This design comes from an exercise in tuning for small area on the open sky130 flow, not from production work. At most, simulation tests tie the RTL to the original design; equivalence was not proved. For run 3, only the layout was checked, not whether the RTL still works. Power figures rest on the tool's default switching activity, not on a simulated workload.

## flow/config.mk

```make
export PLATFORM = sky130hd
export DESIGN_NAME = top_level
export DESIGN_NICKNAME = top_level
export VERILOG_FILES = /design/flow/design.v
export SDC_FILE = /design/flow/constraint.sdc
export NUM_CORES = 4
export LEC_CHECK = 0
export CAP_MARGIN = 20
export CORE_MARGIN = 2
export CORE_UTILIZATION = 50
export CTS_BUF_LIST = sky130_fd_sc_hd__clkbuf_4 sky130_fd_sc_hd__clkbuf_8
export SLEW_MARGIN = 20
```

## flow/constraint.sdc

```tcl
create_clock -name core_clock -period 10.0 [get_ports {clk}]
set_input_delay 2.0000 -clock core_clock [delete_from_list [all_inputs] [get_ports {clk}]]
set_output_delay 2.0000 -clock core_clock [all_outputs]
set_load 0.01 [all_outputs]
```

## flow/design.v

```verilog
module top_level(clk,reset,btn_left,btn_right,sw_left,sw_right,rgb,h_sync,v_sync);
    input clk, reset;
    input btn_left, btn_right;
    input sw_left, sw_right;
    output [11:0] rgb;
    output h_sync, v_sync;
    reg [9:0] hc, vc;
    wire line_end = (hc == 798);
    always @(posedge clk)
        if (reset) begin
            hc <= 798;
            vc <= 523;
        end else begin
            hc <= (hc == 799) ? 10'd0 : hc + 1'b1;
            if (line_end) vc <= (vc == 524) ? 10'd0 : vc + 1'b1;
        end
    wire refr = (hc == 799) && (vc == 479);
    wire refr_now = (hc == 798) && (vc == 478);
    reg [6:0] lc;
    always @(posedge clk)
        if (reset) lc <= 7'd112;
        else if (line_end) lc <= (lc == 7'd112) ? 7'd1 : {lc[5:0], lc[6] ^ lc[5]};
    wire deb_tick = (hc == 797) && (lc == 7'd112);
    reg [2:0] dl, dr;
    always @(posedge clk)
        if (reset) begin
            dl <= 3'b000;
            dr <= 3'b000;
        end else if (deb_tick) begin
            dl <= (btn_left == dl[2]) ? {3{dl[2]}} : {dl[1:0], btn_left};
            dr <= (btn_right == dr[2]) ? {3{dr[2]}} : {dr[1:0], btn_right};
        end
    reg [5:0] pl, pr;        
    always @(posedge clk)
        if (reset) begin
            pl <= 23;
            pr <= 23;
        end else if (refr_now) begin
            if (sw_left && dl[2] && (pl >= 5)) pl <= pl - 1'b1;
            else if (!sw_left && dl[2] && (pl <= 45)) pl <= pl + 1'b1;
            if (sw_right && dr[2] && (pr >= 5)) pr <= pr - 1'b1;
            else if (!sw_right && dr[2] && (pr <= 45)) pr <= pr + 1'b1;
        end
    wire [6:0] hq = hc[9:3];
    wire [2:0] hl = hc[2:0];
    wire [6:0] vq = vc[9:3];
    wire [2:0] vl = vc[2:0];
    wire [6:0] vq13 = vq - 7'd13;
    reg pl_rows, pr_rows;
    always @(posedge clk)
        if (reset) begin
            pl_rows <= 1'b0;
            pr_rows <= 1'b0;
        end else if (line_end) begin
            if (vq == {1'b0, pl} && vl == 4) pl_rows <= 1'b1;
            else if (vq13 == {1'b0, pl} && vl == 0) pl_rows <= 1'b0;
            if (vq == {1'b0, pr} && vl == 4) pr_rows <= 1'b1;
            else if (vq13 == {1'b0, pr} && vl == 0) pr_rows <= 1'b0;
        end
    wire lp_on = (hc >= 59) && (hc <= 68) && pl_rows;
    wire rp_on = (hc >= 569) && (hc <= 578) && pr_rows;
    reg [6:0] bx;            
    reg [5:0] by;            
    wire bh0 = (hq == bx);
    wire bv0 = (vq == {1'b0, by});
    reg bh1, bv1;            
    always @(posedge clk) begin
        if (hl == 7) bh1 <= bh0;
        if (reset) bv1 <= 1'b0;
        else if (line_end && vl == 7) bv1 <= bv0;
    end
    wire [3:0] rx = bh0 ? {1'b0, hl} - 4'd2 : {1'b0, hl} + 4'd6;
    wire [3:0] ry = bv0 ? {1'b0, vl} - 4'd2 : {1'b0, vl} + 4'd6;
    wire bh_in = (bh0 && hl >= 2) || (bh1 && hl <= 3);
    wire bv_in = (bv0 && vl >= 2) || (bv1 && vl <= 3);
    reg shape;
    always @*
        case (ry)
            0, 9: shape = (rx >= 3) && (rx <= 6);
            1, 2, 7, 8: shape = (rx >= 1) && (rx <= 8);
            default: shape = 1'b1;
        endcase
    wire ball_on = bh_in && bv_in && shape;
    reg vx, vy;              
    reg [5:0] score;
    reg [1:0] cd;            
    reg cx;                  
    wire lost_l = (bx == 0);
    wire lost_r = (bx == 78);
    wire moving = !cd[1] && !cx;
    wire row_0 = bv0 && vl == 2;
    wire row_9 = bv1 && vl == 3;
    reg cl, cr;              
    always @(posedge clk)
        if (row_0) begin
            cl <= pl_rows;
            cr <= pr_rows;
        end
    always @(posedge clk)
        if (reset) begin
            bx <= 39;
            by <= 29;
            vx <= 1;
            vy <= 0;
            score <= 0;
            cd <= 3;
            cx <= 0;
        end else begin
            if (row_9) begin
                if (by <= 4) vy <= 1;
                else if (by >= 58) vy <= 0;
                else if (bx == 8 && cl && pl_rows) vx <= 1;
                else if (bx == 70 && cr && pr_rows) vx <= 0;
            end
            if (refr) begin
                if (lost_l || lost_r) begin
                    if (lost_l) score <= score + 6'd1;
                    else score <= score + 6'd8;
                    bx <= 39;
                    by <= 29;
                    cd <= 3;
                    cx <= 0;
                end else begin
                    if (moving) begin
                        bx <= vx ? bx + 1'b1 : bx - 1'b1;
                        by <= vy ? by + 1'b1 : by - 1'b1;
                    end
                    case ({cd, cx})
                        3'b110: cd <= 2;
                        3'b100: begin cd <= 1; cx <= 1; end
                        3'b011: cx <= 0;
                        3'b010: cd <= 0;
                        default: ;
                    endcase
                end
            end
        end
    wire [6:0] tx = hq;
    wire [2:0] k = hl;
    wire [5:0] ty = vc[9:4];
    wire [3:0] r = vc[3:0];
    reg [2:0] d;
    reg dv;
    always @* begin
        dv = 1'b1;
        d = 3'd0;
        if (ty == 1 && tx == 7) d = score[5:3];
        else if (ty == 1 && tx == 78) d = score[2:0];
        else if (ty == 15 && (tx == 35 || tx == 44) && cd != 0) d = {1'b0, cd};
        else dv = 1'b0;
    end
    reg g_83;
    always @*
        case ({r, k})
            {4'd2, 3'd2}, {4'd2, 3'd3}, {4'd2, 3'd4}, {4'd2, 3'd5}, {4'd2, 3'd6}: g_83 = 1'b1;
            {4'd3, 3'd1}, {4'd3, 3'd2}, {4'd3, 3'd6}, {4'd3, 3'd7}: g_83 = 1'b1;
            {4'd4, 3'd1}, {4'd4, 3'd2}, {4'd4, 3'd6}, {4'd4, 3'd7}: g_83 = 1'b1;
            {4'd5, 3'd2}, {4'd5, 3'd3}: g_83 = 1'b1;
            {4'd6, 3'd3}, {4'd6, 3'd4}, {4'd6, 3'd5}: g_83 = 1'b1;
            {4'd7, 3'd5}, {4'd7, 3'd6}: g_83 = 1'b1;
            {4'd8, 3'd6}, {4'd8, 3'd7}: g_83 = 1'b1;
            {4'd9, 3'd1}, {4'd9, 3'd2}, {4'd9, 3'd6}, {4'd9, 3'd7}: g_83 = 1'b1;
            {4'd10, 3'd1}, {4'd10, 3'd2}, {4'd10, 3'd6}, {4'd10, 3'd7}: g_83 = 1'b1;
            {4'd11, 3'd2}, {4'd11, 3'd3}, {4'd11, 3'd4}, {4'd11, 3'd5}, {4'd11, 3'd6}: g_83 = 1'b1;
            default: g_83 = 1'b0;
        endcase
    reg g_67;
    always @*
        case ({r, k})
            {4'd2, 3'd3}, {4'd2, 3'd4}, {4'd2, 3'd5}, {4'd2, 3'd6}: g_67 = 1'b1;
            {4'd3, 3'd2}, {4'd3, 3'd3}, {4'd3, 3'd6}, {4'd3, 3'd7}: g_67 = 1'b1;
            {4'd4, 3'd1}, {4'd4, 3'd2}, {4'd4, 3'd7}: g_67 = 1'b1;
            {4'd5, 3'd1}, {4'd5, 3'd2}: g_67 = 1'b1;
            {4'd6, 3'd1}, {4'd6, 3'd2}: g_67 = 1'b1;
            {4'd7, 3'd1}, {4'd7, 3'd2}: g_67 = 1'b1;
            {4'd8, 3'd1}, {4'd8, 3'd2}: g_67 = 1'b1;
            {4'd9, 3'd1}, {4'd9, 3'd2}, {4'd9, 3'd7}: g_67 = 1'b1;
            {4'd10, 3'd2}, {4'd10, 3'd3}, {4'd10, 3'd6}, {4'd10, 3'd7}: g_67 = 1'b1;
            {4'd11, 3'd3}, {4'd11, 3'd4}, {4'd11, 3'd5}, {4'd11, 3'd6}: g_67 = 1'b1;
            default: g_67 = 1'b0;
        endcase
    reg g_79;
    always @*
        case ({r, k})
            {4'd2, 3'd2}, {4'd2, 3'd3}, {4'd2, 3'd4}, {4'd2, 3'd5}, {4'd2, 3'd6}: g_79 = 1'b1;
            {4'd3, 3'd1}, {4'd3, 3'd2}, {4'd3, 3'd6}, {4'd3, 3'd7}: g_79 = 1'b1;
            {4'd4, 3'd1}, {4'd4, 3'd2}, {4'd4, 3'd6}, {4'd4, 3'd7}: g_79 = 1'b1;
            {4'd5, 3'd1}, {4'd5, 3'd2}, {4'd5, 3'd6}, {4'd5, 3'd7}: g_79 = 1'b1;
            {4'd6, 3'd1}, {4'd6, 3'd2}, {4'd6, 3'd6}, {4'd6, 3'd7}: g_79 = 1'b1;
            {4'd7, 3'd1}, {4'd7, 3'd2}, {4'd7, 3'd6}, {4'd7, 3'd7}: g_79 = 1'b1;
            {4'd8, 3'd1}, {4'd8, 3'd2}, {4'd8, 3'd6}, {4'd8, 3'd7}: g_79 = 1'b1;
            {4'd9, 3'd1}, {4'd9, 3'd2}, {4'd9, 3'd6}, {4'd9, 3'd7}: g_79 = 1'b1;
            {4'd10, 3'd1}, {4'd10, 3'd2}, {4'd10, 3'd6}, {4'd10, 3'd7}: g_79 = 1'b1;
            {4'd11, 3'd2}, {4'd11, 3'd3}, {4'd11, 3'd4}, {4'd11, 3'd5}, {4'd11, 3'd6}: g_79 = 1'b1;
            default: g_79 = 1'b0;
        endcase
    reg g_82;
    always @*
        case ({r, k})
            {4'd2, 3'd1}, {4'd2, 3'd2}, {4'd2, 3'd3}, {4'd2, 3'd4}, {4'd2, 3'd5}, {4'd2, 3'd6}: g_82 = 1'b1;
            {4'd3, 3'd2}, {4'd3, 3'd3}, {4'd3, 3'd6}, {4'd3, 3'd7}: g_82 = 1'b1;
            {4'd4, 3'd2}, {4'd4, 3'd3}, {4'd4, 3'd6}, {4'd4, 3'd7}: g_82 = 1'b1;
            {4'd5, 3'd2}, {4'd5, 3'd3}, {4'd5, 3'd6}, {4'd5, 3'd7}: g_82 = 1'b1;
            {4'd6, 3'd2}, {4'd6, 3'd3}, {4'd6, 3'd4}, {4'd6, 3'd5}, {4'd6, 3'd6}: g_82 = 1'b1;
            {4'd7, 3'd2}, {4'd7, 3'd3}, {4'd7, 3'd5}, {4'd7, 3'd6}: g_82 = 1'b1;
            {4'd8, 3'd2}, {4'd8, 3'd3}, {4'd8, 3'd6}, {4'd8, 3'd7}: g_82 = 1'b1;
            {4'd9, 3'd2}, {4'd9, 3'd3}, {4'd9, 3'd6}, {4'd9, 3'd7}: g_82 = 1'b1;
            {4'd10, 3'd2}, {4'd10, 3'd3}, {4'd10, 3'd6}, {4'd10, 3'd7}: g_82 = 1'b1;
            {4'd11, 3'd1}, {4'd11, 3'd2}, {4'd11, 3'd3}, {4'd11, 3'd6}, {4'd11, 3'd7}: g_82 = 1'b1;
            default: g_82 = 1'b0;
        endcase
    reg g_69;
    always @*
        case ({r, k})
            {4'd2, 3'd1}, {4'd2, 3'd2}, {4'd2, 3'd3}, {4'd2, 3'd4}, {4'd2, 3'd5}, {4'd2, 3'd6}, {4'd2, 3'd7}: g_69 = 1'b1;
            {4'd3, 3'd2}, {4'd3, 3'd3}, {4'd3, 3'd6}, {4'd3, 3'd7}: g_69 = 1'b1;
            {4'd4, 3'd2}, {4'd4, 3'd3}, {4'd4, 3'd7}: g_69 = 1'b1;
            {4'd5, 3'd2}, {4'd5, 3'd3}, {4'd5, 3'd5}: g_69 = 1'b1;
            {4'd6, 3'd2}, {4'd6, 3'd3}, {4'd6, 3'd4}, {4'd6, 3'd5}: g_69 = 1'b1;
            {4'd7, 3'd2}, {4'd7, 3'd3}, {4'd7, 3'd5}: g_69 = 1'b1;
            {4'd8, 3'd2}, {4'd8, 3'd3}: g_69 = 1'b1;
            {4'd9, 3'd2}, {4'd9, 3'd3}, {4'd9, 3'd7}: g_69 = 1'b1;
            {4'd10, 3'd2}, {4'd10, 3'd3}, {4'd10, 3'd6}, {4'd10, 3'd7}: g_69 = 1'b1;
            {4'd11, 3'd1}, {4'd11, 3'd2}, {4'd11, 3'd3}, {4'd11, 3'd4}, {4'd11, 3'd5}, {4'd11, 3'd6}, {4'd11, 3'd7}: g_69 = 1'b1;
            default: g_69 = 1'b0;
        endcase
    reg g_58;
    always @*
        case ({r, k})
            {4'd4, 3'd4}, {4'd4, 3'd5}: g_58 = 1'b1;
            {4'd5, 3'd4}, {4'd5, 3'd5}: g_58 = 1'b1;
            {4'd9, 3'd4}, {4'd9, 3'd5}: g_58 = 1'b1;
            {4'd10, 3'd4}, {4'd10, 3'd5}: g_58 = 1'b1;
            default: g_58 = 1'b0;
        endcase
    reg g_80;
    always @*
        case ({r, k})
            {4'd2, 3'd1}, {4'd2, 3'd2}, {4'd2, 3'd3}, {4'd2, 3'd4}, {4'd2, 3'd5}, {4'd2, 3'd6}: g_80 = 1'b1;
            {4'd3, 3'd2}, {4'd3, 3'd3}, {4'd3, 3'd6}, {4'd3, 3'd7}: g_80 = 1'b1;
            {4'd4, 3'd2}, {4'd4, 3'd3}, {4'd4, 3'd6}, {4'd4, 3'd7}: g_80 = 1'b1;
            {4'd5, 3'd2}, {4'd5, 3'd3}, {4'd5, 3'd6}, {4'd5, 3'd7}: g_80 = 1'b1;
            {4'd6, 3'd2}, {4'd6, 3'd3}, {4'd6, 3'd4}, {4'd6, 3'd5}, {4'd6, 3'd6}: g_80 = 1'b1;
            {4'd7, 3'd2}, {4'd7, 3'd3}: g_80 = 1'b1;
            {4'd8, 3'd2}, {4'd8, 3'd3}: g_80 = 1'b1;
            {4'd9, 3'd2}, {4'd9, 3'd3}: g_80 = 1'b1;
            {4'd10, 3'd2}, {4'd10, 3'd3}: g_80 = 1'b1;
            {4'd11, 3'd1}, {4'd11, 3'd2}, {4'd11, 3'd3}, {4'd11, 3'd4}: g_80 = 1'b1;
            default: g_80 = 1'b0;
        endcase
    reg g_73;
    always @*
        case ({r, k})
            {4'd2, 3'd3}, {4'd2, 3'd4}, {4'd2, 3'd5}, {4'd2, 3'd6}: g_73 = 1'b1;
            {4'd3, 3'd4}, {4'd3, 3'd5}: g_73 = 1'b1;
            {4'd4, 3'd4}, {4'd4, 3'd5}: g_73 = 1'b1;
            {4'd5, 3'd4}, {4'd5, 3'd5}: g_73 = 1'b1;
            {4'd6, 3'd4}, {4'd6, 3'd5}: g_73 = 1'b1;
            {4'd7, 3'd4}, {4'd7, 3'd5}: g_73 = 1'b1;
            {4'd8, 3'd4}, {4'd8, 3'd5}: g_73 = 1'b1;
            {4'd9, 3'd4}, {4'd9, 3'd5}: g_73 = 1'b1;
            {4'd10, 3'd4}, {4'd10, 3'd5}: g_73 = 1'b1;
            {4'd11, 3'd3}, {4'd11, 3'd4}, {4'd11, 3'd5}, {4'd11, 3'd6}: g_73 = 1'b1;
            default: g_73 = 1'b0;
        endcase
    reg g_78;
    always @*
        case ({r, k})
            {4'd2, 3'd1}, {4'd2, 3'd2}, {4'd2, 3'd6}, {4'd2, 3'd7}: g_78 = 1'b1;
            {4'd3, 3'd1}, {4'd3, 3'd2}, {4'd3, 3'd3}, {4'd3, 3'd6}, {4'd3, 3'd7}: g_78 = 1'b1;
            {4'd4, 3'd1}, {4'd4, 3'd2}, {4'd4, 3'd3}, {4'd4, 3'd4}, {4'd4, 3'd6}, {4'd4, 3'd7}: g_78 = 1'b1;
            {4'd5, 3'd1}, {4'd5, 3'd2}, {4'd5, 3'd3}, {4'd5, 3'd4}, {4'd5, 3'd5}, {4'd5, 3'd6}, {4'd5, 3'd7}: g_78 = 1'b1;
            {4'd6, 3'd1}, {4'd6, 3'd2}, {4'd6, 3'd4}, {4'd6, 3'd5}, {4'd6, 3'd6}, {4'd6, 3'd7}: g_78 = 1'b1;
            {4'd7, 3'd1}, {4'd7, 3'd2}, {4'd7, 3'd5}, {4'd7, 3'd6}, {4'd7, 3'd7}: g_78 = 1'b1;
            {4'd8, 3'd1}, {4'd8, 3'd2}, {4'd8, 3'd6}, {4'd8, 3'd7}: g_78 = 1'b1;
            {4'd9, 3'd1}, {4'd9, 3'd2}, {4'd9, 3'd6}, {4'd9, 3'd7}: g_78 = 1'b1;
            {4'd10, 3'd1}, {4'd10, 3'd2}, {4'd10, 3'd6}, {4'd10, 3'd7}: g_78 = 1'b1;
            {4'd11, 3'd1}, {4'd11, 3'd2}, {4'd11, 3'd6}, {4'd11, 3'd7}: g_78 = 1'b1;
            default: g_78 = 1'b0;
        endcase
    reg g_71;
    always @*
        case ({r, k})
            {4'd2, 3'd3}, {4'd2, 3'd4}, {4'd2, 3'd5}, {4'd2, 3'd6}: g_71 = 1'b1;
            {4'd3, 3'd2}, {4'd3, 3'd3}, {4'd3, 3'd6}, {4'd3, 3'd7}: g_71 = 1'b1;
            {4'd4, 3'd1}, {4'd4, 3'd2}, {4'd4, 3'd7}: g_71 = 1'b1;
            {4'd5, 3'd1}, {4'd5, 3'd2}: g_71 = 1'b1;
            {4'd6, 3'd1}, {4'd6, 3'd2}: g_71 = 1'b1;
            {4'd7, 3'd1}, {4'd7, 3'd2}, {4'd7, 3'd4}, {4'd7, 3'd5}, {4'd7, 3'd6}, {4'd7, 3'd7}: g_71 = 1'b1;
            {4'd8, 3'd1}, {4'd8, 3'd2}, {4'd8, 3'd6}, {4'd8, 3'd7}: g_71 = 1'b1;
            {4'd9, 3'd1}, {4'd9, 3'd2}, {4'd9, 3'd6}, {4'd9, 3'd7}: g_71 = 1'b1;
            {4'd10, 3'd2}, {4'd10, 3'd3}, {4'd10, 3'd6}, {4'd10, 3'd7}: g_71 = 1'b1;
            {4'd11, 3'd3}, {4'd11, 3'd4}, {4'd11, 3'd5}, {4'd11, 3'd7}: g_71 = 1'b1;
            default: g_71 = 1'b0;
        endcase
    reg g_45;
    always @*
        case ({r, k})
            {4'd7, 3'd2}, {4'd7, 3'd3}, {4'd7, 3'd4}, {4'd7, 3'd5}, {4'd7, 3'd6}, {4'd7, 3'd7}: g_45 = 1'b1;
            default: g_45 = 1'b0;
        endcase
    reg g_d;
    always @*
        case ({d, r, k})
            {3'd0, 4'd2, 3'd2}, {3'd0, 4'd2, 3'd3}, {3'd0, 4'd2, 3'd4}, {3'd0, 4'd2, 3'd5}, {3'd0, 4'd2, 3'd6}: g_d = 1'b1;
            {3'd0, 4'd3, 3'd1}, {3'd0, 4'd3, 3'd2}, {3'd0, 4'd3, 3'd6}, {3'd0, 4'd3, 3'd7}: g_d = 1'b1;
            {3'd0, 4'd4, 3'd1}, {3'd0, 4'd4, 3'd2}, {3'd0, 4'd4, 3'd6}, {3'd0, 4'd4, 3'd7}: g_d = 1'b1;
            {3'd0, 4'd5, 3'd1}, {3'd0, 4'd5, 3'd2}, {3'd0, 4'd5, 3'd5}, {3'd0, 4'd5, 3'd6}, {3'd0, 4'd5, 3'd7}: g_d = 1'b1;
            {3'd0, 4'd6, 3'd1}, {3'd0, 4'd6, 3'd2}, {3'd0, 4'd6, 3'd4}, {3'd0, 4'd6, 3'd5}, {3'd0, 4'd6, 3'd6}, {3'd0, 4'd6, 3'd7}: g_d = 1'b1;
            {3'd0, 4'd7, 3'd1}, {3'd0, 4'd7, 3'd2}, {3'd0, 4'd7, 3'd3}, {3'd0, 4'd7, 3'd4}, {3'd0, 4'd7, 3'd6}, {3'd0, 4'd7, 3'd7}: g_d = 1'b1;
            {3'd0, 4'd8, 3'd1}, {3'd0, 4'd8, 3'd2}, {3'd0, 4'd8, 3'd3}, {3'd0, 4'd8, 3'd6}, {3'd0, 4'd8, 3'd7}: g_d = 1'b1;
            {3'd0, 4'd9, 3'd1}, {3'd0, 4'd9, 3'd2}, {3'd0, 4'd9, 3'd6}, {3'd0, 4'd9, 3'd7}: g_d = 1'b1;
            {3'd0, 4'd10, 3'd1}, {3'd0, 4'd10, 3'd2}, {3'd0, 4'd10, 3'd6}, {3'd0, 4'd10, 3'd7}: g_d = 1'b1;
            {3'd0, 4'd11, 3'd2}, {3'd0, 4'd11, 3'd3}, {3'd0, 4'd11, 3'd4}, {3'd0, 4'd11, 3'd5}, {3'd0, 4'd11, 3'd6}: g_d = 1'b1;
            {3'd1, 4'd2, 3'd4}, {3'd1, 4'd2, 3'd5}: g_d = 1'b1;
            {3'd1, 4'd3, 3'd3}, {3'd1, 4'd3, 3'd4}, {3'd1, 4'd3, 3'd5}: g_d = 1'b1;
            {3'd1, 4'd4, 3'd2}, {3'd1, 4'd4, 3'd3}, {3'd1, 4'd4, 3'd4}, {3'd1, 4'd4, 3'd5}: g_d = 1'b1;
            {3'd1, 4'd5, 3'd4}, {3'd1, 4'd5, 3'd5}: g_d = 1'b1;
            {3'd1, 4'd6, 3'd4}, {3'd1, 4'd6, 3'd5}: g_d = 1'b1;
            {3'd1, 4'd7, 3'd4}, {3'd1, 4'd7, 3'd5}: g_d = 1'b1;
            {3'd1, 4'd8, 3'd4}, {3'd1, 4'd8, 3'd5}: g_d = 1'b1;
            {3'd1, 4'd9, 3'd4}, {3'd1, 4'd9, 3'd5}: g_d = 1'b1;
            {3'd1, 4'd10, 3'd4}, {3'd1, 4'd10, 3'd5}: g_d = 1'b1;
            {3'd1, 4'd11, 3'd2}, {3'd1, 4'd11, 3'd3}, {3'd1, 4'd11, 3'd4}, {3'd1, 4'd11, 3'd5}, {3'd1, 4'd11, 3'd6}, {3'd1, 4'd11, 3'd7}: g_d = 1'b1;
            {3'd2, 4'd2, 3'd2}, {3'd2, 4'd2, 3'd3}, {3'd2, 4'd2, 3'd4}, {3'd2, 4'd2, 3'd5}, {3'd2, 4'd2, 3'd6}: g_d = 1'b1;
            {3'd2, 4'd3, 3'd1}, {3'd2, 4'd3, 3'd2}, {3'd2, 4'd3, 3'd6}, {3'd2, 4'd3, 3'd7}: g_d = 1'b1;
            {3'd2, 4'd4, 3'd6}, {3'd2, 4'd4, 3'd7}: g_d = 1'b1;
            {3'd2, 4'd5, 3'd5}, {3'd2, 4'd5, 3'd6}: g_d = 1'b1;
            {3'd2, 4'd6, 3'd4}, {3'd2, 4'd6, 3'd5}: g_d = 1'b1;
            {3'd2, 4'd7, 3'd3}, {3'd2, 4'd7, 3'd4}: g_d = 1'b1;
            {3'd2, 4'd8, 3'd2}, {3'd2, 4'd8, 3'd3}: g_d = 1'b1;
            {3'd2, 4'd9, 3'd1}, {3'd2, 4'd9, 3'd2}: g_d = 1'b1;
            {3'd2, 4'd10, 3'd1}, {3'd2, 4'd10, 3'd2}, {3'd2, 4'd10, 3'd6}, {3'd2, 4'd10, 3'd7}: g_d = 1'b1;
            {3'd2, 4'd11, 3'd1}, {3'd2, 4'd11, 3'd2}, {3'd2, 4'd11, 3'd3}, {3'd2, 4'd11, 3'd4}, {3'd2, 4'd11, 3'd5}, {3'd2, 4'd11, 3'd6}, {3'd2, 4'd11, 3'd7}: g_d = 1'b1;
            {3'd3, 4'd2, 3'd2}, {3'd3, 4'd2, 3'd3}, {3'd3, 4'd2, 3'd4}, {3'd3, 4'd2, 3'd5}, {3'd3, 4'd2, 3'd6}: g_d = 1'b1;
            {3'd3, 4'd3, 3'd1}, {3'd3, 4'd3, 3'd2}, {3'd3, 4'd3, 3'd6}, {3'd3, 4'd3, 3'd7}: g_d = 1'b1;
            {3'd3, 4'd4, 3'd6}, {3'd3, 4'd4, 3'd7}: g_d = 1'b1;
            {3'd3, 4'd5, 3'd6}, {3'd3, 4'd5, 3'd7}: g_d = 1'b1;
            {3'd3, 4'd6, 3'd3}, {3'd3, 4'd6, 3'd4}, {3'd3, 4'd6, 3'd5}, {3'd3, 4'd6, 3'd6}: g_d = 1'b1;
            {3'd3, 4'd7, 3'd6}, {3'd3, 4'd7, 3'd7}: g_d = 1'b1;
            {3'd3, 4'd8, 3'd6}, {3'd3, 4'd8, 3'd7}: g_d = 1'b1;
            {3'd3, 4'd9, 3'd6}, {3'd3, 4'd9, 3'd7}: g_d = 1'b1;
            {3'd3, 4'd10, 3'd1}, {3'd3, 4'd10, 3'd2}, {3'd3, 4'd10, 3'd6}, {3'd3, 4'd10, 3'd7}: g_d = 1'b1;
            {3'd3, 4'd11, 3'd2}, {3'd3, 4'd11, 3'd3}, {3'd3, 4'd11, 3'd4}, {3'd3, 4'd11, 3'd5}, {3'd3, 4'd11, 3'd6}: g_d = 1'b1;
            {3'd4, 4'd2, 3'd5}, {3'd4, 4'd2, 3'd6}: g_d = 1'b1;
            {3'd4, 4'd3, 3'd4}, {3'd4, 4'd3, 3'd5}, {3'd4, 4'd3, 3'd6}: g_d = 1'b1;
            {3'd4, 4'd4, 3'd3}, {3'd4, 4'd4, 3'd4}, {3'd4, 4'd4, 3'd5}, {3'd4, 4'd4, 3'd6}: g_d = 1'b1;
            {3'd4, 4'd5, 3'd2}, {3'd4, 4'd5, 3'd3}, {3'd4, 4'd5, 3'd5}, {3'd4, 4'd5, 3'd6}: g_d = 1'b1;
            {3'd4, 4'd6, 3'd1}, {3'd4, 4'd6, 3'd2}, {3'd4, 4'd6, 3'd5}, {3'd4, 4'd6, 3'd6}: g_d = 1'b1;
            {3'd4, 4'd7, 3'd1}, {3'd4, 4'd7, 3'd2}, {3'd4, 4'd7, 3'd3}, {3'd4, 4'd7, 3'd4}, {3'd4, 4'd7, 3'd5}, {3'd4, 4'd7, 3'd6}, {3'd4, 4'd7, 3'd7}: g_d = 1'b1;
            {3'd4, 4'd8, 3'd5}, {3'd4, 4'd8, 3'd6}: g_d = 1'b1;
            {3'd4, 4'd9, 3'd5}, {3'd4, 4'd9, 3'd6}: g_d = 1'b1;
            {3'd4, 4'd10, 3'd5}, {3'd4, 4'd10, 3'd6}: g_d = 1'b1;
            {3'd4, 4'd11, 3'd4}, {3'd4, 4'd11, 3'd5}, {3'd4, 4'd11, 3'd6}, {3'd4, 4'd11, 3'd7}: g_d = 1'b1;
            {3'd5, 4'd2, 3'd1}, {3'd5, 4'd2, 3'd2}, {3'd5, 4'd2, 3'd3}, {3'd5, 4'd2, 3'd4}, {3'd5, 4'd2, 3'd5}, {3'd5, 4'd2, 3'd6}, {3'd5, 4'd2, 3'd7}: g_d = 1'b1;
            {3'd5, 4'd3, 3'd1}, {3'd5, 4'd3, 3'd2}: g_d = 1'b1;
            {3'd5, 4'd4, 3'd1}, {3'd5, 4'd4, 3'd2}: g_d = 1'b1;
            {3'd5, 4'd5, 3'd1}, {3'd5, 4'd5, 3'd2}: g_d = 1'b1;
            {3'd5, 4'd6, 3'd1}, {3'd5, 4'd6, 3'd2}, {3'd5, 4'd6, 3'd3}, {3'd5, 4'd6, 3'd4}, {3'd5, 4'd6, 3'd5}, {3'd5, 4'd6, 3'd6}: g_d = 1'b1;
            {3'd5, 4'd7, 3'd6}, {3'd5, 4'd7, 3'd7}: g_d = 1'b1;
            {3'd5, 4'd8, 3'd6}, {3'd5, 4'd8, 3'd7}: g_d = 1'b1;
            {3'd5, 4'd9, 3'd6}, {3'd5, 4'd9, 3'd7}: g_d = 1'b1;
            {3'd5, 4'd10, 3'd1}, {3'd5, 4'd10, 3'd2}, {3'd5, 4'd10, 3'd6}, {3'd5, 4'd10, 3'd7}: g_d = 1'b1;
            {3'd5, 4'd11, 3'd2}, {3'd5, 4'd11, 3'd3}, {3'd5, 4'd11, 3'd4}, {3'd5, 4'd11, 3'd5}, {3'd5, 4'd11, 3'd6}: g_d = 1'b1;
            {3'd6, 4'd2, 3'd3}, {3'd6, 4'd2, 3'd4}, {3'd6, 4'd2, 3'd5}: g_d = 1'b1;
            {3'd6, 4'd3, 3'd2}, {3'd6, 4'd3, 3'd3}: g_d = 1'b1;
            {3'd6, 4'd4, 3'd1}, {3'd6, 4'd4, 3'd2}: g_d = 1'b1;
            {3'd6, 4'd5, 3'd1}, {3'd6, 4'd5, 3'd2}: g_d = 1'b1;
            {3'd6, 4'd6, 3'd1}, {3'd6, 4'd6, 3'd2}, {3'd6, 4'd6, 3'd3}, {3'd6, 4'd6, 3'd4}, {3'd6, 4'd6, 3'd5}, {3'd6, 4'd6, 3'd6}: g_d = 1'b1;
            {3'd6, 4'd7, 3'd1}, {3'd6, 4'd7, 3'd2}, {3'd6, 4'd7, 3'd6}, {3'd6, 4'd7, 3'd7}: g_d = 1'b1;
            {3'd6, 4'd8, 3'd1}, {3'd6, 4'd8, 3'd2}, {3'd6, 4'd8, 3'd6}, {3'd6, 4'd8, 3'd7}: g_d = 1'b1;
            {3'd6, 4'd9, 3'd1}, {3'd6, 4'd9, 3'd2}, {3'd6, 4'd9, 3'd6}, {3'd6, 4'd9, 3'd7}: g_d = 1'b1;
            {3'd6, 4'd10, 3'd1}, {3'd6, 4'd10, 3'd2}, {3'd6, 4'd10, 3'd6}, {3'd6, 4'd10, 3'd7}: g_d = 1'b1;
            {3'd6, 4'd11, 3'd2}, {3'd6, 4'd11, 3'd3}, {3'd6, 4'd11, 3'd4}, {3'd6, 4'd11, 3'd5}, {3'd6, 4'd11, 3'd6}: g_d = 1'b1;
            {3'd7, 4'd2, 3'd1}, {3'd7, 4'd2, 3'd2}, {3'd7, 4'd2, 3'd3}, {3'd7, 4'd2, 3'd4}, {3'd7, 4'd2, 3'd5}, {3'd7, 4'd2, 3'd6}, {3'd7, 4'd2, 3'd7}: g_d = 1'b1;
            {3'd7, 4'd3, 3'd1}, {3'd7, 4'd3, 3'd2}, {3'd7, 4'd3, 3'd6}, {3'd7, 4'd3, 3'd7}: g_d = 1'b1;
            {3'd7, 4'd4, 3'd6}, {3'd7, 4'd4, 3'd7}: g_d = 1'b1;
            {3'd7, 4'd5, 3'd6}, {3'd7, 4'd5, 3'd7}: g_d = 1'b1;
            {3'd7, 4'd6, 3'd5}, {3'd7, 4'd6, 3'd6}: g_d = 1'b1;
            {3'd7, 4'd7, 3'd4}, {3'd7, 4'd7, 3'd5}: g_d = 1'b1;
            {3'd7, 4'd8, 3'd3}, {3'd7, 4'd8, 3'd4}: g_d = 1'b1;
            {3'd7, 4'd9, 3'd3}, {3'd7, 4'd9, 3'd4}: g_d = 1'b1;
            {3'd7, 4'd10, 3'd3}, {3'd7, 4'd10, 3'd4}: g_d = 1'b1;
            {3'd7, 4'd11, 3'd3}, {3'd7, 4'd11, 3'd4}: g_d = 1'b1;
            default: g_d = 1'b0;
        endcase
    wire text_on = (dv && g_d) || ((ty == 1) && (
        ((tx == 1 || tx == 72) && g_83) ||
        ((tx == 2 || tx == 73) && g_67) ||
        ((tx == 3 || tx == 39 || tx == 74) && g_79) ||
        ((tx == 4 || tx == 75) && g_82) ||
        ((tx == 5 || tx == 76) && g_69) ||
        ((tx == 6 || tx == 77) && g_58) ||
        ((tx == 33 || tx == 38) && g_80) ||
        ((tx == 34) && g_73) ||
        ((tx == 35 || tx == 40) && g_78) ||
        ((tx == 36 || tx == 41) && g_71) ||
        ((tx == 37) && g_45)));
    wire video_on = ((hc < 639) || (hc == 799)) && ((vc < 479) || (vc == 524));
    wire top_on = (vc >= 33) && (vc <= 35);
    assign rgb =
        !video_on ? 12'h000 :
        text_on   ? 12'h0f0 :
        top_on    ? 12'hff0 :
        ball_on   ? 12'h00f :
        (lp_on || rp_on) ? 12'hfff : 12'h000;
    assign h_sync = ~((hc >= 663) && (hc < 759));
    assign v_sync = ~((vc >= 489) && (vc < 491));
endmodule
```

## flow/flow/run.sh

```bash
#!/bin/bash
# Own layout flow:
#  1. the standard synthesis (standard.sh, up to 1_2_yosys.v);
#  2. the combinational logic between the synthesised flip-flops is mapped
#     again by ABC for area (flow/reopt.ys), from a few random seeds, keeping
#     the smallest; the flip-flops, their names and cell types are kept
#     exactly as synthesised;
#  3. the standard layout (standard.sh finish) from that netlist, with
#     plain buf_1 cells as the port buffers.
# Each tool's output goes to a log file of its own in the work folder.
set -euo pipefail
W=$(pwd)
R="$W/orfs/results/$FLOW_PLATFORM/top_level/base"
YOSYS="$FLOW_HOME/../tools/install/yosys/bin/yosys"
[[ -x "$YOSYS" ]] || YOSYS=$(command -v yosys)
LIB="$FLOW_HOME/platforms/$FLOW_PLATFORM/lib/sky130_fd_sc_hd__tt_025C_1v80.lib"

bash standard.sh "$R/1_2_yosys.v" > "$W/flow_synth.log" 2>&1
cp "$R/1_2_yosys.v" "$W/std_1_2_yosys.v"

# flip-flop cells the standard synthesis used: kept as black boxes
FFS=$(grep -o 'sky130_fd_sc_hd__[a-z0-9_]*' "$W/std_1_2_yosys.v" | sort -u | grep -E '__(df|edf|sdf|dl)' | tr '\n' ' ')
# cells the platform marks don't-use, as the standard synthesis passed them to ABC
DONT=$(grep -o -- '-dont_use [^ ]*' "$W/orfs/logs/$FLOW_PLATFORM/top_level/base/1_2_yosys.log" | sort -u | tr '\n' ' ')

best=""
best_area=""
for S in 1 2 3 4; do
  sed -e "s|@LIB@|$LIB|g" -e "s|@FFS@|$FFS|g" -e "s|@DONT@|$DONT|g" \
      -e "s|@T@|100|g" -e "s|@S@|$S|g" \
      -e "s|@IN@|$W/std_1_2_yosys.v|g" -e "s|@OUT@|$W/reopt_$S.v|g" \
      "$W/flow/reopt.ys" > "$W/reopt_$S.ys"
  "$YOSYS" -s "$W/reopt_$S.ys" > "$W/flow_reopt_$S.log" 2>&1 &
done
wait
for S in 1 2 3 4; do
  a=$(grep 'Chip area' "$W/flow_reopt_$S.log" | tail -1 | awk '{print $NF}') || continue
  [[ -n "$a" && -s "$W/reopt_$S.v" ]] || continue
  if [[ -z "$best" ]] || awk -v a="$a" -v b="$best_area" 'BEGIN{exit !(a < b)}'; then
    best=$S; best_area=$a
  fi
done
echo "reopt: seed $best, area $best_area" > "$W/flow_reopt.log"
cp "$W/reopt_$best.v" "$R/1_2_yosys.v"
touch "$R/1_2_yosys.v"
export BUFFER_PORTS_ARGS="-buffer_cell sky130_fd_sc_hd__buf_1"
bash standard.sh finish > "$W/flow_layout.log" 2>&1
```

## flow/flow/reopt.ys

```
# Re-map the combinational logic of the standard synthesis for area.
# The liberty cells are read as logic so that flatten turns the netlist's
# gates into plain logic; the flip-flop cells stay black boxes.
read_liberty -ignore_miss_func -ignore_miss_dir -ignore_miss_data_latch @LIB@
read_verilog @IN@
hierarchy -check -top top_level
blackbox @FFS@
flatten
opt -purge
abc -liberty @LIB@ @DONT@ -script +strash;&get,-n;&st;&deepsyn,-T,@T@,-S,@S@;&dch;&nf,-a;&put;topo;stime,-c
# the cells ABC placed, as black boxes again
read_liberty -lib -overwrite -ignore_miss_dir @LIB@
hierarchy -check -top top_level
opt_clean -purge
hilomap -singleton -hicell sky130_fd_sc_hd__conb_1 HI -locell sky130_fd_sc_hd__conb_1 LO
insbuf -buf sky130_fd_sc_hd__buf_1 A X
opt_clean -purge
check -assert
stat -liberty @LIB@
write_verilog -noattr -noexpr -nohex -nodec @OUT@
```

## flow/standard.sh

```bash
#!/bin/bash
# synth_recipe.tcl (not shown) runs the flow's synth.tcl, then flattens the netlist and writes it again
# the make line also repeats each setting of config.mk as NAME=value (left out here)
make -C /OpenROAD-flow-scripts/flow DESIGN_CONFIG=/design/flow/config.mk WORK_HOME=/design/flow/orfs CLKGATE_MAP_FILE= SYNTH_SCRIPT=/design/flow/synth_recipe.tcl "${@:-finish}"
```

==> out/qor.yml, run 1 <==
run_status:
  status: "no timing/DRC/antenna violations"
clock_network:
  postCtsHoldBufs: 0
  clock-sinks: 75
  post-cts-setup-buffer-count: 0
  root_buffer: "clkbuf_8"
  insertion_delay_ps: 390
  numCtsBuffers: 9
  cts.path.max_buffers: 2
  clkSlewWorstSetupHoldPaths_ps: 100
  h-tree-depth: 3
  cts_tree: "yes"
  ctsResizeCount: 0
global_route:
  grt_pass1_vias: 5029
  grt_max_degree: 50
  grt-ovfl-total: 0
  track_usage_pct: 28.3
  grt_first_pass_wirelength_um: 24800
  antenna_found_initial: 0
timing:
  fmax_mhz: 140
  worst_slew_pin_slew_ps: 807
  min_period_ps: 7150
  tns_ps: 0
  fin_crit_sh_pct: 71.5
  rsz0062_at_grt: "no"
  setup_viol: 0
  hold_viol: 0
  slew_violations: 0
  setup_ws_ps: 2850
  clock_skew_ps: 16.0
  maxSlewHeadroom_pct: 46.2
drt:
  firstDrtPassIters: 5
  wl_um: 15000
  vias: 5385
  drc: 0
  drtIter0Drc: 328
  via_per_inst: 6.34
  ant_nets: 0
  routedWlPerCell_um: 17.6
cells_and_area:
  area_growth_pct: 8.85
  num_antenna_cells: 0
  stdcell_count: 849
  nNetsFinal: 717
  drive_gt1_share_pct: 2.93
floorplan:
  core_um2: 9730
  dieArea_um2: 10800
  chipWidth_um: 104
  die_h_um: 104
  start_util_pct: 51.2
  row_count: 36
  io_pins: 20
worst_setup_path:
  setup.worst_path.start: "hc[1]"
  reg2reg_slack_ps: 6100
  critPathRequiredTime_ps: 8000
  r2r_end: "score[5]"
  worstSetupPathType: "flop to output pin"
  critPathMaxFanout: 20
  critPathLaunchType: "flop"
  reg2reg_from: "vc[7]"
  crit_path_end_kind: "output pin"
  arrival_ps: 5150
  r2r_cells: 10
  crit_end: "rgb[3]"
synth:
  syn_inst: 689
  syn_nets: 695
  synth_area_um2: 4980
  yosysWarningCount: 1
  synth.avg_cell_area_um2: 7.22
worst_hold_path:
  hold_path_class: "flop to flop"
  min_from: "dr[0]"
place:
  numPlacedInstances: 833
  io_buffer_count: 19
  hpwlAfterDp_um: 11100
  gp_congestion: 0.958
  place_ws_ps: 3460
power:
  vdd_ir_drop_max_mv: 0.107
  p_leak_nw: 1.92
  power.internal_mw: 0.523
  cellPowerDensity_nw_per_um2: 159
  sw_frac_of_total_pct: 39.1
  clkPwrFrac_pct: 30.4
  p_switching_mw: 0.336
  pwr-share-seq_pct: 41.1
  power_frac_comb_pct: 28.6
run:
  cap_violations: 0
-- critical path: stages (launching register included) --
cell and delay (ps):
dfxtp_1 500, a21oi_1 710, nor2_1 150, a2111oi_0 670, a211o_1 270, o2111ai_1 200
a31oi_1 410, o221ai_1 240, a2111oi_0 490, o22ai_1 140, nand2_1 80, o2111ai_1 210
nor3_1 480, buf_1 200
-- stage by stage --
step	hold slack (ps)	power [mW]	cell area, um2	utilization [%]
3_5_place_dp	464	0.596	5200	53.5
5_1_grt	522	0.902	5420	55.7
2_1_floorplan	439	0.515	4980	-
6_report	484	0.860	5420	55.7
4_1_cts	485	0.857	5420	55.7
3_3_place_gp	452	0.602	5200	53.5
-- state kept, by name (all words and copies together) (netlist names), 6 cells and up --
| signal | flops |
|---|---|
| bx | 7 |
| by | 6 |
| hc | 10 |
| lc | 7 |
| pl | 6 |
| pr | 6 |
| score | 6 |
| vc | 10 |
-- power by group through the flow --
stage | combinational (mW) | sequential, mW | clock, mW
2_1_floorplan | 0.166 | 0.348 | 0
3_3_place_gp | 0.244 | 0.359 | 0
3_5_place_dp | 0.237 | 0.359 | 0
4_1_cts | 0.239 | 0.352 | 0.266
5_1_grt | 0.270 | 0.357 | 0.275
6_report | 0.246 | 0.353 | 0.261
-- metal layers --
metal | global-route usage [%] | vias to the layer above | wire (um)
met5 | 0 | - | 0
met4 | 14.0 | 0 | 614
met3 | 6.86 | 49 | 1180
met2 | 44.8 | 229 | 6810
met1 | 36.0 | 2499 | 6380
li1 | - | 2608 | -
-- worst min-delay path by stage --
| stage | endpoint | slack, ps | cells past startpoint |
|---|---|---|---|
| 2_1_floorplan | cl | 440 | 0 |
| 3_5_place_dp | dr[0] | 460 | 1 |
| 5_1_grt | cl | 520 | 0 |
| 6_report | dr[0] | 480 | 1 |
| 3_3_place_gp | dr[0] | 450 | 1 |
| 4_1_cts | dr[0] | 490 | 1 |
-- layout by cell type (no fill, tap or decap), drive strengths merged, types with 22 or more instances in the layout --
cell type and n:
nor2 96, dfxtp 72, o21ai 67, nor3 45
nand2 58, a21oi 60, nand3 23, clkinv 22
buf 22
-- area by class of cell --
| class | count | area, um2 |
|---|---|---|
| flip-flops and latches | 75 | 1530 |
| well taps | 133 | 166 |
| multi-input cells | 581 | 3320 |
| repair buffers | 23 | 103 |
| clock buffers | 10 | 138 |
| inverters | 21 | 78.8 |
| clock inverters | 6 | 78.8 |
| fillers | 1000 | 4310 |
==> inputs of run 2 (changes only) <==
--- a/flow/config.mk
+++ b/flow/config.mk
@@ -9,4 +9,4 @@
 export CORE_MARGIN = 2
 export CORE_UTILIZATION = 50
-export CTS_BUF_LIST = sky130_fd_sc_hd__clkbuf_4 sky130_fd_sc_hd__clkbuf_8
+export CTS_BUF_LIST = sky130_fd_sc_hd__clkbuf_8
 export SLEW_MARGIN = 20
==> out/qor.yml, run 2 <==
synth:
  yosysWarningCount: 1
  synth_area_um2: 4980
  synth.avg_cell_area_um2: 7.22
  syn_inst: 689
  syn_nets: 695
clock_network:
  clkSlewWorstSetupHoldPaths_ps: 100
  ctsResizeCount: 0
  cts_tree: "yes"
  insertion_delay_ps: 390
  root_buffer: "clkbuf_8"
  h-tree-depth: 3
  clock-sinks: 75
  postCtsHoldBufs: 0
  numCtsBuffers: 9
  cts.path.max_buffers: 2
  post-cts-setup-buffer-count: 0
timing:
  maxSlewHeadroom_pct: 46.2
  min_period_ps: 7150
  setup_viol: 0
  clock_skew_ps: 16.0
  worst_slew_pin_slew_ps: 807
  rsz0062_at_grt: "no"
  fin_crit_sh_pct: 71.5
  tns_ps: 0
  slew_violations: 0
  fmax_mhz: 140
  hold_viol: 0
worst_setup_path:
  critPathRequiredTime_ps: 8000
  critPathMaxFanout: 20
  worstSetupPathType: "flop to output pin"
  arrival_ps: 5150
  critPathLaunchType: "flop"
  crit_path_end_kind: "output pin"
cells_and_area:
  reg_top3: "hc x10, vc x10"
  num_antenna_cells: 0
  nNetsFinal: 717
  final_util_pct: 55.7
  final_cell_mix: "nor2_1, dfxtp_1, o21ai_0"
  final_common_cell: "nor2_1"
  drive_gt1_share_pct: 2.93
  area_growth_pct: 8.85
floorplan:
  dieArea_um2: 10800
  core_um2: 9730
  chipWidth_um: 104
  start_util_pct: 51.2
  die_h_um: 104
  io_pins: 20
  row_count: 36
power:
  cellPowerDensity_nw_per_um2: 159
  clkPwrFrac_pct: 30.4
  vdd_ir_drop_max_mv: 0.107
  pwr-share-seq_pct: 41.1
  sw_frac_of_total_pct: 39.1
  power.internal_mw: 0.523
  p_leak_nw: 1.92
  power_frac_comb_pct: 28.6
  p_switching_mw: 0.336
drt:
  firstDrtPassIters: 5
  drtIter0Drc: 328
  ant_nets: 0
  via_per_inst: 6.34
  routedWlPerCell_um: 17.6
  drc: 0
  wl_um: 15000
  vias: 5385
global_route:
  antenna_found_initial: 0
  grt-ovfl-total: 0
  grt_pass1_vias: 5029
  grt_first_pass_wirelength_um: 24800
  grt_max_degree: 50
  track_usage_pct: 28.3
place:
  hpwlAfterDp_um: 11100
  gp_congestion: 0.958
  io_buffer_count: 19
run:
  cap_violations: 0
worst_hold_path:
  hold_path_class: "flop to flop"
run_status:
  status: "no timing/DRC/antenna violations"
run 2: power groups by stage:
stage          Clock, mW  Combinational, mW  Sequential [mW]
6_report           0.261              0.246            0.353
5_1_grt            0.275              0.270            0.357
4_1_cts            0.266              0.239            0.352
3_5_place_dp           0              0.237            0.359
3_3_place_gp           0              0.244            0.359
2_1_floorplan          0              0.166            0.348
run 2: worst paths after layout:
path,from,slack (ps),to,cells past startpoint
worst max register to register,vc[7],6100,score[5],10
worst min-delay path,dr[0],480,dr[0],1
worst min register to register,dr[0],480,dr[0],1
worst max-delay path,hc[1],2850,rgb[3],13
run 2: routing by layer:
layer / part of all wire (%) / up-vias / GRT usage, % / routed length (um)
met1: 43 / 2499 / 36.0 / 6380
met3: 7.8 / 49 / 6.86 / 1180
met5: 0 / - / 0 / 0
met4: 4.1 / 0 / 14.0 / 614
met2: 45 / 229 / 44.8 / 6810
li1: - / 2608 / - / -
run 2: stage by stage:
| stage | worst slack, ps | hold slack (ps) | power [mW] | area (um2) | cells |
|---|---|---|---|---|---|
| floorplan | 4420 | 439 | 0.515 | 4980 | 689 |
| global placement | 3460 | 452 | 0.602 | 5200 | 833 |
| detailed placement | 3460 | 464 | 0.596 | 5200 | 833 |
| CTS | 2980 | 485 | 0.857 | 5420 | 849 |
| global route | 2450 | 522 | 0.902 | 5420 | 849 |
| finish | 2850 | 484 | 0.860 | 5420 | 849 |
run 2: worst max-delay path, cell delays in order (launching register included):
cell and delay [ps]:
dfxtp_1 500, a21oi_1 710, nor2_1 150, a2111oi_0 670, a211o_1 270, o2111ai_1 200
a31oi_1 410, o221ai_1 240, a2111oi_0 490, o22ai_1 140, nand2_1 80, o2111ai_1 210
nor3_1 480, buf_1 200
run 2: area by class of cell:
cell class | count | area [um2]
Inverter | 21 | 78.8
Timing Repair Buffer | 23 | 103
Multi-Input combinational cell | 581 | 3320
Clock inverter | 6 | 78.8
Clock buffer | 10 | 138
Fill cell | 1000 | 4310
Tap cell | 133 | 166
Sequential cell | 75 | 1530
==> inputs of run 3 (changes only) <==
--- a/flow/design.v
+++ b/flow/design.v
@@ -6,20 +6,21 @@
     output h_sync, v_sync;
     reg [9:0] hc, vc;
-    wire line_end = (hc == 798);
+    wire [10:0] hc_inc = {1'b0, hc} + 1'b1;
+    wire line_end = (hc == 1022);
     always @(posedge clk)
         if (reset) begin
-            hc <= 798;
+            hc <= 1022;
             vc <= 523;
         end else begin
-            hc <= (hc == 799) ? 10'd0 : hc + 1'b1;
+            hc <= hc_inc[9:0] | {2'b00, {3{hc_inc[10]}}, 5'b00000};
             if (line_end) vc <= (vc == 524) ? 10'd0 : vc + 1'b1;
         end
-    wire refr = (hc == 799) && (vc == 479);
-    wire refr_now = (hc == 798) && (vc == 478);
+    wire refr = (hc == 1023) && (vc == 479);
+    wire refr_now = (hc == 1022) && (vc == 478);
     reg [6:0] lc;
     always @(posedge clk)
         if (reset) lc <= 7'd112;
         else if (line_end) lc <= (lc == 7'd112) ? 7'd1 : {lc[5:0], lc[6] ^ lc[5]};
-    wire deb_tick = (hc == 797) && (lc == 7'd112);
+    wire deb_tick = (hc == 1021) && (lc == 7'd112);
     reg [2:0] dl, dr;
     always @(posedge clk)
@@ -58,6 +59,6 @@
             else if (vq13 == {1'b0, pr} && vl == 0) pr_rows <= 1'b0;
         end
-    wire lp_on = (hc >= 59) && (hc <= 68) && pl_rows;
-    wire rp_on = (hc >= 569) && (hc <= 578) && pr_rows;
+    wire lp_on = (hc >= 283) && (hc <= 292) && pl_rows;
+    wire rp_on = (hc >= 793) && (hc <= 802) && pr_rows;
     reg [6:0] bx;            
     reg [5:0] by;            
@@ -86,6 +87,6 @@
     reg [1:0] cd;            
     reg cx;                  
-    wire lost_l = (bx == 0);
-    wire lost_r = (bx == 78);
+    wire lost_l = (bx == 28);
+    wire lost_r = (bx == 106);
     wire moving = !cd[1] && !cx;
     wire row_0 = bv0 && vl == 2;
@@ -99,5 +100,5 @@
     always @(posedge clk)
         if (reset) begin
-            bx <= 39;
+            bx <= 67;
             by <= 29;
             vx <= 1;
@@ -110,6 +111,6 @@
                 if (by <= 4) vy <= 1;
                 else if (by >= 58) vy <= 0;
-                else if (bx == 8 && cl && pl_rows) vx <= 1;
-                else if (bx == 70 && cr && pr_rows) vx <= 0;
+                else if (bx == 36 && cl && pl_rows) vx <= 1;
+                else if (bx == 98 && cr && pr_rows) vx <= 0;
             end
             if (refr) begin
@@ -117,5 +118,5 @@
                     if (lost_l) score <= score + 6'd1;
                     else score <= score + 6'd8;
-                    bx <= 39;
+                    bx <= 67;
                     by <= 29;
                     cd <= 3;
@@ -145,7 +146,7 @@
         dv = 1'b1;
         d = 3'd0;
-        if (ty == 1 && tx == 7) d = score[5:3];
-        else if (ty == 1 && tx == 78) d = score[2:0];
-        else if (ty == 15 && (tx == 35 || tx == 44) && cd != 0) d = {1'b0, cd};
+        if (ty == 1 && tx == 35) d = score[5:3];
+        else if (ty == 1 && tx == 106) d = score[2:0];
+        else if (ty == 15 && (tx == 63 || tx == 72) && cd != 0) d = {1'b0, cd};
         else dv = 1'b0;
     end
@@ -386,16 +387,16 @@
         endcase
     wire text_on = (dv && g_d) || ((ty == 1) && (
-        ((tx == 1 || tx == 72) && g_83) ||
-        ((tx == 2 || tx == 73) && g_67) ||
-        ((tx == 3 || tx == 39 || tx == 74) && g_79) ||
-        ((tx == 4 || tx == 75) && g_82) ||
-        ((tx == 5 || tx == 76) && g_69) ||
-        ((tx == 6 || tx == 77) && g_58) ||
-        ((tx == 33 || tx == 38) && g_80) ||
-        ((tx == 34) && g_73) ||
-        ((tx == 35 || tx == 40) && g_78) ||
-        ((tx == 36 || tx == 41) && g_71) ||
-        ((tx == 37) && g_45)));
-    wire video_on = ((hc < 639) || (hc == 799)) && ((vc < 479) || (vc == 524));
+        ((tx == 29 || tx == 100) && g_83) ||
+        ((tx == 30 || tx == 101) && g_67) ||
+        ((tx == 31 || tx == 67 || tx == 102) && g_79) ||
+        ((tx == 32 || tx == 103) && g_82) ||
+        ((tx == 33 || tx == 104) && g_69) ||
+        ((tx == 34 || tx == 105) && g_58) ||
+        ((tx == 61 || tx == 66) && g_80) ||
+        ((tx == 62) && g_73) ||
+        ((tx == 63 || tx == 68) && g_78) ||
+        ((tx == 64 || tx == 69) && g_71) ||
+        ((tx == 65) && g_45)));
+    wire video_on = ((hc < 863) || (hc == 1023)) && ((vc < 479) || (vc == 524));
     wire top_on = (vc >= 33) && (vc <= 35);
     assign rgb =
@@ -405,5 +406,5 @@
         ball_on   ? 12'h00f :
         (lp_on || rp_on) ? 12'hfff : 12'h000;
-    assign h_sync = ~((hc >= 663) && (hc < 759));
+    assign h_sync = ~((hc >= 887) && (hc < 983));
     assign v_sync = ~((vc >= 489) && (vc < 491));
 endmodule
--- a/flow/flow/run.sh
+++ b/flow/flow/run.sh
@@ -7,5 +7,6 @@
 #     exactly as synthesised;
 #  3. the standard layout (standard.sh finish) from that netlist, with
-#     plain buf_1 cells as the port buffers.
+#     plain buf_1 cells as the port buffers and a clock tree of clkbuf_8
+#     cells without dummy loads.
 # Each tool's output goes to a log file of its own in the work folder.
 set -euo pipefail
@@ -45,3 +46,4 @@
 touch "$R/1_2_yosys.v"
 export BUFFER_PORTS_ARGS="-buffer_cell sky130_fd_sc_hd__buf_1"
+export CTS_ARGS="-sink_clustering_enable -repair_clock_nets -buf_list sky130_fd_sc_hd__clkbuf_8 -root_buf sky130_fd_sc_hd__clkbuf_8 -dont_use_dummy_load"
 bash standard.sh finish > "$W/flow_layout.log" 2>&1
--- a/flow/config.mk
+++ b/flow/config.mk
@@ -9,4 +9,3 @@
 export CORE_MARGIN = 2
 export CORE_UTILIZATION = 50
-export CTS_BUF_LIST = sky130_fd_sc_hd__clkbuf_8
 export SLEW_MARGIN = 20
==> out/qor.yml, run 3 <==
worst_setup_path:
  critPathLaunchType: "flop"
  r2r_cells: 9
  worstSetupPathType: "flop to output pin"
  arrival_ps: 4280
  critPathMaxFanout: 22
  reg2reg_slack_ps: 6120
  r2r_end: "pr[5]"
  crit_path_end_kind: "output pin"
  critPathRequiredTime_ps: 8000
  reg2reg_from: "hc[5]"
drt:
  ant_nets: 0
  via_per_inst: 6.42
  firstDrtPassIters: 5
  drc: 0
  vias: 5333
  wl_um: 15000
  routedWlPerCell_um: 18.1
  drtIter0Drc: 371
worst_hold_path:
  holdPathEnd: "lc[4]"
  hold_path_class: "flop to flop"
  min_from: "lc[4]"
  holdPathStages: 2
synth:
  synth.avg_cell_area_um2: 7.27
  synth_area_um2: 4940
  yosysWarningCount: 1
  syn_inst: 680
  syn_nets: 686
timing:
  fin_crit_sh_pct: 62.8
  fmax_mhz: 159
  maxSlewHeadroom_pct: 43.6
  tns_ps: 0
  setup_viol: 0
  min_period_ps: 6280
  setup_ws_ps: 3720
  hold_viol: 0
  rsz0062_at_grt: "no"
  slew_violations: 0
  worst_slew_pin_slew_ps: 834
  clock_skew_ps: 23.2
power:
  power_frac_comb_pct: 32.2
  clkPwrFrac_pct: 22.4
  cellPowerDensity_nw_per_um2: 154
  vdd_ir_drop_max_mv: 0.0860
  p_leak_nw: 1.78
  power.internal_mw: 0.487
  pwr-share-seq_pct: 45.4
  p_switching_mw: 0.327
  sw_frac_of_total_pct: 40.2
run_status:
  status: "no timing/DRC/antenna violations"
cells_and_area:
  final_cell_mix: "nand2_1, dfxtp_1, a21oi_1"
  stdcell_count: 831
  area_growth_pct: 6.81
  drive_gt1_share_pct: 1.72
  num_antenna_cells: 0
  nNetsFinal: 706
  reg_top3: "hc x10, vc x10"
place:
  gp_congestion: 0.985
  numPlacedInstances: 822
  place_ws_ps: 4150
  hpwlAfterDp_um: 10900
  io_buffer_count: 19
floorplan:
  die_h_um: 103
  dieArea_um2: 10700
  start_util_pct: 51.0
  core_um2: 9680
  io_pins: 20
  chipWidth_um: 103
  row_count: 36
global_route:
  grt_max_degree: 36
  grt_pass1_vias: 4860
  track_usage_pct: 28.9
  grt_first_pass_wirelength_um: 24100
  grt-ovfl-total: 0
  antenna_found_initial: 0
run:
  cap_violations: 0
clock_network:
  insertion_delay_ps: 360
  post-cts-setup-buffer-count: 0
  h-tree-depth: 3
  clock-sinks: 75
  postCtsHoldBufs: 0
  numCtsBuffers: 9
  cts_tree: "yes"
  cts.path.max_buffers: 2
  ctsResizeCount: 0
  root_buffer: "clkbuf_8"
  clkSlewWorstSetupHoldPaths_ps: 60
==> run 3: per-stage QoR <==
step / power [mW] / cell area, um2 / util [%] / hold WS (ps)
floorplan: 0.540 / 4940 / - / 435
global placement: 0.628 / 5150 / 53.2 / 449
detailed placement: 0.626 / 5150 / 53.2 / 453
CTS: 0.806 / 5270 / 54.4 / 462
global route: 0.855 / 5280 / 54.5 / 495
finish: 0.813 / 5280 / 54.5 / 461
==> run 3: how the worst max path moves through the flow <==
stage | from | end | slack [ps] | cells after the start
floorplan | vc[3] | rgb[0] | 4800 | 12
global placement | vc[3] | rgb[3] | 4220 | 12
detailed placement | vc[3] | rgb[2] | 4150 | 12
CTS | vc[3] | rgb[2] | 3770 | 12
global route | hc[2] | rgb[2] | 3310 | 12
finish | vc[3] | rgb[2] | 3720 | 12
==> run 3: cell type report <==
type / count / area (um2)
fill: 980 / 4410
multi-input combinational: 566 / 3270
sequential: 75 / 1530
tap: 133 / 166
clock buffer: 9 / 124
inverter: 27 / 101
timing repair buffer: 21 / 86.3
==> run 3: power by group through the flow <==
stage | Combinational (mW) | Sequential, mW | Clock, mW
3_5_place_dp | 0.253 | 0.373 | 0
4_1_cts | 0.254 | 0.367 | 0.186
3_3_place_gp | 0.255 | 0.373 | 0
6_report | 0.262 | 0.369 | 0.182
2_1_floorplan | 0.183 | 0.357 | 0
5_1_grt | 0.287 | 0.373 | 0.195
==> run 3: metal layers <==
layer	GRT usage (%)	up-vias	part of all wire, %
li1	-	2576	-
met2	44.4	210	45
met3	4.84	46	6.2
met4	14.7	0	4.3
met1	39.2	2501	44
met5	0	-	0
==> run 3: worst max-delay path, cell delays in order, from the launching register on <==
cell       delay (ps)
dfxtp_1           800
nand2b_1          460
o32a_1            230
a2111oi_0          70
a221oi_1          330
o221ai_1          220
o21ba_1           270
a31oi_1           220
nor3_1             70
a2111o_1          390
a221o_1           320
a211oi_1          360
buf_1             190

static timing again, ports no longer ideal:
The flow's constraints put no driver on any port. The routed layouts listed below were extracted and timed again, unchanged, in two steps. Step 1, drivers: a clkbuf_16 drives clk and a buf_2 each remaining input, both assumed. Step 2 times the ports against the registers' clock, not the clock port: input delays grow and output delays shrink by t, the midpoint of the rising clock arrivals with the driver on. a / b / c = ideal / step 1 / step 2; a / b = the first two.
| run | t (ns) | slack for setup (ns) | worst hold slack (ns) | slew at the worst register clock pin (ns) |
|---|---|---|---|---|
| run 1 | 0.414 | 2.847 / 2.811 / 3.225 | 0.484 / 0.484 / 0.484 | 0.10 / 0.10 |
| run 2 | 0.414 | 2.847 / 2.811 / 3.225 | 0.484 / 0.484 / 0.484 | 0.10 / 0.10 |
| run 3 | 0.384 | 3.724 / 3.689 / 4.073 | 0.461 / 0.461 / 0.461 | 0.08 / 0.08 |
After both steps setup and hold are still met in every run listed.
